This is an optimization exercise on Yosys and OpenROAD, whose aim is small area, a short achievable clock period and few clock cycles, not a production implementation.
In this exercise RTL edits were held to simulation tests only and were not proved equivalent to the original.

AL:
==> flow/design.v <==
module berexp_x (
    input  logic        clk,
    input  logic        rst_n,
    input  logic        valid,
    input  logic        b,
    input  logic [4:0]  z0,
    input  logic [71:0] r_72,
    input  logic [71:0] sqr2_isigma,
    output logic [62:0] z_63,
    output logic [5:0]  s_6,
    output logic        done
);
    localparam int W  = 9;
    localparam int MW = 91;
    localparam logic [80:0] NC1  = 81'h1ffb2c1d0f9f110000000;  
    localparam logic [80:0] NLN2 = 81'h1ff4e8de8082e30000000;  
    localparam logic [44:0] KI = 45'(45'h171547652b82);  
    localparam logic [MW-1:0] BC = 91'h55800000000000000000000;  
    logic [4:0] st, st_n;
    logic [81:0]   a_reg;
    logic [8:0]    h2_r;
    logic [5:0]    s6_r;
    logic [MW-1:0] acc, ps, pc;
    logic [80:0]      zr;
    logic [81:0]      zr2;
    logic [8:0]       h, h2;
    assign h2 = 9'(a_reg[81:73] * a_reg[81:73]);   
    logic [71:0] zr_sh;
    logic [71:0] isg_sh;
    logic [8:0]       z0sq;
    assign zr     = {(b ? {4'b0, z0} + 9'h1ff : {4'b0, z0}), r_72 ^ {72{b}}};
    assign h      = zr[80:72];
    assign zr2    = {h, 1'b0, zr[71:0]};
    assign zr_sh  = 72'(zr[71:0]) << 0;
    assign isg_sh = 72'(sqr2_isigma) << 0;
    always_comb begin
        case (z0)
            5'd1: z0sq = 9'd1;
            5'd2: z0sq = 9'd4;
            5'd3: z0sq = 9'd9;
            5'd4: z0sq = 9'd16;
            5'd5: z0sq = 9'd25;
            5'd6: z0sq = 9'd36;
            5'd7: z0sq = 9'd49;
            5'd8: z0sq = 9'd64;
            5'd9: z0sq = 9'd81;
            5'd10: z0sq = 9'd100;
            5'd11: z0sq = 9'd121;
            5'd12: z0sq = 9'd144;
            5'd13: z0sq = 9'd169;
            5'd14: z0sq = 9'd196;
            5'd15: z0sq = 9'd225;
            5'd16: z0sq = 9'd256;
            5'd17: z0sq = 9'd289;
            5'd18: z0sq = 9'd324;
            default: z0sq = 9'd0;
        endcase
    end
    logic c_fb_sh, c_fb_z, c_a_ln2, c_amq, c_amx, c_ao, c_az, c_s, c_h, c_h1;
    logic [4:0] b_one, b_two, b_neg;
    logic [81:0] a_eff;
    assign a_eff = c_a_ln2 ? {1'b0, NLN2} : a_reg;
    logic [82:0] sel0;
    assign sel0 = ({1'b0, a_eff} & {83{b_one[0]}}) | ({a_eff, 1'b0} & {83{b_two[0]}});
    logic [82:0] sel1;
    assign sel1 = ({1'b0, a_eff} & {83{b_one[1]}}) | ({a_eff, 1'b0} & {83{b_two[1]}});
    logic [82:0] sel2;
    assign sel2 = ({1'b0, a_eff} & {83{b_one[2]}}) | ({a_eff, 1'b0} & {83{b_two[2]}});
    logic [82:0] sel3;
    assign sel3 = ({1'b0, a_eff} & {83{b_one[3]}}) | ({a_eff, 1'b0} & {83{b_two[3]}});
    logic [82:0] sel4;
    assign sel4 = ({1'b0, a_eff} & {83{b_one[4]}}) | ({a_eff, 1'b0} & {83{b_two[4]}});
    logic [MW-1:0] r0_0;
    assign r0_0 = 91'({~b_neg[0], sel0 ^ {83{b_neg[0]}}});
    logic [MW-1:0] r0_1;
    assign r0_1 = (91'({~b_neg[1], sel1 ^ {83{b_neg[1]}}}) << 2) | (91'(b_neg[0]) << 0);
    logic [MW-1:0] r0_2;
    assign r0_2 = (91'({~b_neg[2], sel2 ^ {83{b_neg[2]}}}) << 4) | (91'(b_neg[1]) << 2);
    logic [MW-1:0] r0_3;
    assign r0_3 = (91'({~b_neg[3], sel3 ^ {83{b_neg[3]}}}) << 6) | (91'(b_neg[2]) << 4);
    logic [MW-1:0] r0_4;
    assign r0_4 = (91'(sel4) << 8) | (91'(b_neg[3]) << 6);
    logic [MW-1:0] r0_h;
    assign r0_h = 91'(h2_r & {9{c_h}}) << 81;   
    logic [MW-1:0] s1_0, c1_0;
    assign s1_0 = r0_0 ^ r0_1 ^ r0_2;
    assign c1_0 = ((r0_0 & r0_1) | (r0_0 & r0_2) | (r0_1 & r0_2)) << 1;
    logic [MW-1:0] s1_1, c1_1;
    assign s1_1 = r0_3 ^ r0_4 ^ BC;
    assign c1_1 = ((r0_3 & r0_4) | (r0_3 & BC) | (r0_4 & BC)) << 1;
    logic [MW-1:0] s2_0, c2_0;
    assign s2_0 = s1_0 ^ c1_0 ^ s1_1;
    assign c2_0 = ((s1_0 & c1_0) | (s1_0 & s1_1) | (c1_0 & s1_1)) << 1;
    logic [MW-1:0] s3_0, c3_0;
    assign s3_0 = s2_0 ^ c2_0 ^ c1_1;
    assign c3_0 = ((s2_0 & c2_0) | (s2_0 & c1_1) | (c2_0 & c1_1)) << 1;
    logic [MW-1:0] s4_0, c4_0;
    assign s4_0 = s3_0 ^ c3_0 ^ r0_h;
    assign c4_0 = ((s3_0 & c3_0) | (s3_0 & r0_h) | (c3_0 & r0_h)) << 1;
    always_ff @(posedge clk) begin
        ps <= s4_0;
        pc <= c4_0;
    end
    logic [MW-1:0] fb, mac;
    assign fb  = c_fb_sh ? acc >> W : (c_fb_z ? '0 : MW'(a_reg[80:0]));
    assign mac = fb + ps + pc;
    always_ff @(posedge clk) begin
        acc <= mac;
        if (c_amq || c_amx || c_ao)
            a_reg <= c_amq ? 82'(mac[89:9]) : c_amx ? 82'(mac[80:0]) : (c_az ? zr2 : 82'(NC1));
        if (c_h1)
            h2_r <= h2;
        if (c_s)
            s6_r <= (mac[87:86] != 2'b00) ? 6'd63 : mac[85:80];
    end
    logic [W-1:0] d_stage, d_nxt;
    always_comb begin
        d_nxt = '0;
        case (st)
            5'd0: d_nxt = zr_sh[17:9];
            5'd1: d_nxt = zr_sh[26:18];
            5'd2: d_nxt = zr_sh[35:27];
            5'd3: d_nxt = zr_sh[44:36];
            5'd4: d_nxt = zr_sh[53:45];
            5'd5: d_nxt = zr_sh[62:54];
            5'd6: d_nxt = zr_sh[71:63];
            5'd8: d_nxt = isg_sh[8:0];
            5'd9: d_nxt = isg_sh[17:9];
            5'd10: d_nxt = isg_sh[26:18];
            5'd11: d_nxt = isg_sh[35:27];
            5'd12: d_nxt = isg_sh[44:36];
            5'd13: d_nxt = isg_sh[53:45];
            5'd14: d_nxt = isg_sh[62:54];
            5'd15: d_nxt = isg_sh[71:63];
            5'd16: d_nxt = W'(z0sq);
            5'd18: d_nxt = KI[8:0];
            5'd19: d_nxt = KI[17:9];
            5'd20: d_nxt = KI[26:18];
            5'd21: d_nxt = KI[35:27];
            5'd22: d_nxt = KI[44:36];
            default: d_nxt = '0;
        endcase
    end
    always_ff @(posedge clk) d_stage <= d_nxt;
    function automatic logic [14:0] booth_enc(input logic [W-1:0] d);
        logic [W+1:0] x;
        x = 11'(d);
        for (int j = 0; j <= 4; j++) begin
            logic b0, b1, b2;
            b0 = (j == 0) ? 1'b0 : x[2*j-1];
            b1 = x[2*j];
            b2 = x[2*j+1];
            booth_enc[3*j]   = b1 ^ b0;
            booth_enc[3*j+1] = (b2 & ~b1 & ~b0) | (~b2 & b1 & b0);
            booth_enc[3*j+2] = b2 & ~(b1 & b0);
        end
    endfunction
    logic [14:0] enc_d, enc_s, enc_n;
    assign enc_d = c_az ? booth_enc(zr_sh[8:0]) : booth_enc(d_stage);
    assign enc_s = booth_enc(W'(mac[87:80]));
    assign enc_n = c_s ? enc_s : enc_d;
    always_ff @(posedge clk) begin
        for (int j = 0; j <= 4; j++) begin
            b_one[j] <= enc_n[3*j];
            b_two[j] <= enc_n[3*j+1];
            b_neg[j] <= enc_n[3*j+2];
        end
    end
    always_comb begin
        if (!valid)             st_n = '0;
        else if (st != 5'd28) st_n = st + 5'd1;
        else                    st_n = st;
    end
    always_ff @(posedge clk) begin
        c_fb_sh <= !(st_n == 5'd2 || st_n == 5'd11 || st_n == 5'd21
                     || st_n == 5'd27);
        c_fb_z  <= (st_n != 5'd27);
        c_a_ln2 <= (st_n == 5'd26);
        c_amq   <= (st_n == 5'd9);
        c_amx   <= (st_n == 5'd19);
        c_h     <= (st_n == 5'd8);
        c_h1    <= (st_n == 5'd1);
        c_ao    <= (st_n == 5'd0) || (st_n == 5'd17);
        c_az    <= (st_n == 5'd0);
        c_s     <= (st_n == 5'd25);
    end
    always_ff @(posedge clk or negedge rst_n) begin
        if (!rst_n) begin
            st   <= '0;
            done <= 1'b0;
        end else begin
            done <= valid && (st == 5'd26);
            st   <= st_n;
        end
    end
    assign s_6  = s6_r;
    assign z_63 = acc[71:9];
endmodule
==> flow/config.mk <==
export PLATFORM = sky130hd
export DESIGN_NAME = berexp_x
export DESIGN_NICKNAME = berexp_x
export VERILOG_FILES = /design/flow/design.v
export SDC_FILE = /design/flow/constraint.sdc
export NUM_CORES = 4
export LEC_CHECK = 0
export CAP_MARGIN = 20
export CORE_MARGIN = 2
export CORE_UTILIZATION = 40
export PLACE_DENSITY = 0.55
export SLEW_MARGIN = 20
==> flow/constraint.sdc <==
create_clock -name core_clock -period 18.0 [get_ports {clk}]
set_input_delay 3.6000 -clock core_clock [delete_from_list [all_inputs] [get_ports {clk}]]
set_output_delay 3.6000 -clock core_clock [all_outputs]
set_load 0.01 [all_outputs]
standard.sh (not shown) runs the stock make flow with config.mk's settings and CLKGATE_MAP_FILE= SYNTH_SCRIPT=/design/flow/synth_recipe.tcl, a recipe that flattens the netlist after the stock synthesis.
==> flow/flow/run.sh <==
#!/bin/bash
# The standard layout (standard synthesis, floorplan, placement, CTS,
# routing) with two changes:
#  - the timing repair steps aim for a setup slack of 13 ns at the design's
#    18 ns clock, so that the resizer works on the design's real critical
#    paths instead of stopping once 18 ns is met;
#  - every input and output port still gets its own buffer, but a plain
#    sky130_fd_sc_hd__buf_2 rather than the delay cell ORFS picks by default.
# The clock period and the SDC constraints are those of the design.
set -euo pipefail
bash standard.sh SETUP_SLACK_MARGIN=13 "BUFFER_PORTS_ARGS=-buffer_cell sky130_fd_sc_hd__buf_2" finish > standard_flow.log 2>&1
Testbench counts of AL, summed over its fixed seeds: cycles 44,800.
> inputs changed (AL -> TR)
--- a/flow/design.v
+++ b/flow/design.v
@@ -23,15 +23,15 @@
     logic [MW-1:0] acc, ps, pc;
     logic [80:0]      zr;
     logic [81:0]      zr2;
     logic [8:0]       h, h2;
-    assign h2 = 9'(a_reg[81:73] * a_reg[81:73]);   
     logic [71:0] zr_sh;
     logic [71:0] isg_sh;
     logic [8:0]       z0sq;
     assign zr     = {(b ? {4'b0, z0} + 9'h1ff : {4'b0, z0}), r_72 ^ {72{b}}};
     assign h      = zr[80:72];
     assign zr2    = {h, 1'b0, zr[71:0]};
+    assign h2     = 9'(h * h);
     assign zr_sh  = 72'(zr[71:0]) << 0;
     assign isg_sh = 72'(sqr2_isigma) << 0;
     always_comb begin
         case (z0)
@@ -55,9 +55,9 @@
             5'd18: z0sq = 9'd324;
             default: z0sq = 9'd0;
         endcase
     end
-    logic c_fb_sh, c_fb_z, c_a_ln2, c_amq, c_amx, c_ao, c_az, c_s, c_h, c_h1;
+    logic c_fb_sh, c_fb_z, c_a_ln2, c_amq, c_amx, c_ao, c_az, c_s, c_h;
     logic [4:0] b_one, b_two, b_neg;
     logic [81:0] a_eff;
     assign a_eff = c_a_ln2 ? {1'b0, NLN2} : a_reg;
     logic [82:0] sel0;
@@ -107,9 +107,9 @@
     always_ff @(posedge clk) begin
         acc <= mac;
         if (c_amq || c_amx || c_ao)
             a_reg <= c_amq ? 82'(mac[89:9]) : c_amx ? 82'(mac[80:0]) : (c_az ? zr2 : 82'(NC1));
-        if (c_h1)
+        if (c_az)
             h2_r <= h2;
         if (c_s)
             s6_r <= (mac[87:86] != 2'b00) ? 6'd63 : mac[85:80];
     end
@@ -178,9 +178,8 @@
         c_a_ln2 <= (st_n == 5'd26);
         c_amq   <= (st_n == 5'd9);
         c_amx   <= (st_n == 5'd19);
         c_h     <= (st_n == 5'd8);
-        c_h1    <= (st_n == 5'd1);
         c_ao    <= (st_n == 5'd0) || (st_n == 5'd17);
         c_az    <= (st_n == 5'd0);
         c_s     <= (st_n == 5'd25);
     end
--- outcome ---
- For the area after synthesis, TR came in 0.31% lower than AL did.
- Re met3 usage in global routing: TR and AL aren't equal, and the lower value belongs to TR.
- AL -> TR: count of hold buffers inserted by post-cts repair delta 0, exact match
- TR has less setup slack than AL.
- Compared with AL, TR degrades peak clock frequency supported by timing.
Testbench counts of TR, summed over its fixed seeds: cycles 44,800.

==> static timing again, ports no longer ideal <==
The results above use ideal ports. As a check the final layouts listed here were re-extracted and re-timed, cells and wires unchanged. Step 1 (the two cells are an assumption about what drives the block):
set clk [get_ports {clk}]
set_driving_cell -lib_cell sky130_fd_sc_hd__clkbuf_16 $clk
set_driving_cell -lib_cell sky130_fd_sc_hd__buf_2 [delete_from_list [all_inputs] $clk]
Step 2 times the ports against the registers' clock, not the clock port: input delays grow and output delays shrink by t, the midpoint of the rising clock arrivals with the driver on. Slacks: ideal / step 1 / step 2; pairs: ideal / step 1.
run | t, ns | setup WS [ns] | worst setup path after step 2 | latest minus earliest clock arrival (ns) | pins driven straight from the clock port
AL | 0.681 | 13.036 / 13.002 / 12.389 | input to register | 0.043 / 0.044 | 1
TR | 0.671 | 10.961 / 10.908 / 10.236 | input to register | 0.021 / 0.021 | 1
After both steps every run listed still meets setup and hold. For TR, which loses most, drivers alone change the setup slack by -0.053 ns; drivers and shift together by -0.725 ns.
